Background: an optimization exercise with open tools, aiming at small area and a short achievable clock period. Do not read the settings as production practice.
Only simulation tests tie the RTL to the original design; equivalence was not proved.
Power and IR drop assume default switching activity.

==> run H <==
// gaussian
module gaussian #(
    parameter INIT_Z1 = 64'd5030521883283424767,
    parameter INIT_Z2 = 64'd18445829279364155008,
    parameter INIT_Z3 = 64'd18436106298727503359
)
(
    input clk,
    input rstn,
    input ce,
    output valid_out,
    output [15:0] data_out
);
clock: 8.0 ns
lec_check: 0
cap_margin: 40
core_margin: 2
core_utilization: 50
setup_slack_margin: 5.0
slew_margin: 20
synth_memory_max_bits: 32768
run.sh (not shown) runs the stock make flow with config.mk's settings and CLKGATE_MAP_FILE= SYNTH_SCRIPT=/design/flow/synth_recipe.tcl, a recipe that flattens the netlist after the stock synthesis.
==> run D (differences from run H) <==
--- a/flow/design.v
+++ b/flow/design.v
@@ -5809,39 +5809,41 @@
 assign valid_out = vld[VL-1];
 wire [5:0] lz;
 gaussian_lzd u_gaussian_lzd (
     .data_in(word[63:3]),
     .data_out(lz)
 );
 reg [5:0]  a_lz;       
+reg [5:0]  a_lzp;      
 reg [1:0]  a_off;
-reg [14:0] a_x;        
+reg [14:0] a_x;
 reg        a_sign;
-reg [14:0] mask_n;
-integer i;
-always @(*) begin
-    for (i = 0; i < 15; i = i + 1)
-        mask_n[i] = (a_lz == 6'd46 + i);
-end
 always @(posedge clk) begin
     a_lz   <= word_rst ? 6'd0 : lz;
+    a_lzp  <= a_lz;
     a_off  <= {word[1], word[2]};
     a_x    <= {word[3], word[4], word[5], word[6], word[7],
                word[8], word[9], word[10], word[11], word[12],
-               word[13], word[14], word[15], word[16], word[17]} & ~mask_n;
+               word[13], word[14], word[15], word[16], word[17]};
     a_sign <= word[0];
 end
 wire [16:0] c2;
 gaussian_coef u_gaussian_coef (
     .addr({a_lz, a_off}),
     .c2(c2)
 );
+reg [14:0] mask_n;
+integer i;
+always @(*) begin
+    for (i = 0; i < 15; i = i + 1)
+        mask_n[i] = (a_lzp == 6'd46 + i);
+end
 gaussian_poly u_gaussian_poly (
     .clk(clk),
-    .x(a_x),
+    .x(a_x & ~mask_n),
     .c2(c2),
     .addr({a_lz, a_off}),    
     .sign(a_sign),
     .out(data_out)
 );
 endmodule
 module gaussian_poly (
@@ -7682,17 +7684,17 @@
 reg q6_1825;
 reg q6_1826;
 reg q6_1827;
 reg q6_1828;
 reg q6_1829;
 reg q6_1830;
 wire [37:0] us;
-wire [15:0] res;
 reg q5_1831;
 reg q6_1832;
+wire [15:0] res;
 gaussian_coef_k1 u_gaussian_coef_k1 (.addr({q1_8, q1_7, q1_6, q1_5, q1_4, q1_3, q1_2, q1_1}), .k1(k1v));
 gaussian_coef_kc u_gaussian_coef_kc (.addr({q3_24, q3_22, q3_20, q3_18, q3_16, q3_14, q3_12, q3_10}), .kc(kcv));
 assign p27 = q1_25 & q1_26;
 assign p29 = q1_25 & q1_28;
 assign p31 = q1_25 & q1_30;
 assign p33 = q1_25 & q1_32;
 assign p35 = q1_25 & q1_34;
CAP_MARGIN = 20   (was 40)
CORE_UTILIZATION = 40   (was 50)
==> run notes <==
In run H the fmax is smaller than in run D, by about 1.6%. Between run H and run D, the lower clock power is in run H (gap 7.5%, measured against run D). Against run D, the sequential share of layout area of run H is higher by 0.66 points. Of run D and run H, run D has the higher clock skew (gap 9.3 ps). In run H the cell area is smaller than in run D, by about 2.6%. Between run H and run D, the lower sequential power is in run H (gap about 2%, measured against run D). Of run D and run H, run D has the higher routed wire length (gap about 4.5%, measured against run H). Of run D and run H, run D has the higher total power (gap about 7%, measured against run H). Via count is about the same in run D and run H.
==> figures <==
| item | run H | run D |
|---|---|---|
| Status | no timing/DRC/antenna violations | no timing/DRC/antenna violations |
| Clock buf/inv share | 0.05091 | 0.05391 |
| Global-route usage over all layers | 0.3296 | 0.2698 |
| Multi-input logic portion of the cell area | 0.5948 | 0.5944 |
| Layout clock buffer count | 105 | 96 |
| Number of global-route vias before repair | 37.37k | 37.60k |
| Number of setup buffers added after CTS | 21 | 13 |
| Leakage | 20.65 nW | 21.35 nW |
| Largest fanout on the critical path | 13 | 18 |
| Crit path buf inv count | 5 | 4 |
| Reg2reg setup slack | 4930 ps | 4980 ps |
| Vias per inst | 6.163 | 5.832 |
| Least setup slack across all paths after layout | 4930 ps | 4981 ps |
| Multi-input combinational cell count | 3703 | 3714 |
| FILL cells | 8152 | 11.09k |
| Total net switching power | 9.810 mW | 10.62 mW |
| Number of distinct library cell variants in the gate-level netlist after synthesis | 88 | 92 |
| Proportion of synthesized area in mux cells | 0.03688 | 0.03663 |
| Overall power after layout | 22.16 mW | 23.73 mW |

-- what the ideal ports hide --
In the flow no input, the clock included, has a driving cell. The finished layouts below were timed again as built, in two steps. Step 1, drivers: a clkbuf_16 drives clk and a buf_2 each remaining input, both assumed. Step 2 adds t to the input delays and takes it off the output delays; t is the mean of the earliest and latest rising clock arrival at the registers after step 1. Input paths then give back, and output paths get back, about the clock's delay inside the block. Three values: ideal ports, drivers, drivers and shift; two values: the first two.
| run | t, ns | setup WS [ns] | worst setup path after step 2 | worst data-port slew with drivers (ns) |
|---|---|---|---|---|
| run H | 0.705 | 4.930 / 4.930 / 4.930 | register to register | 0.03 |
| run D | 0.730 | 4.981 / 4.981 / 4.981 | register to register | 0.03 |
After both steps setup and hold are still met in every run listed.
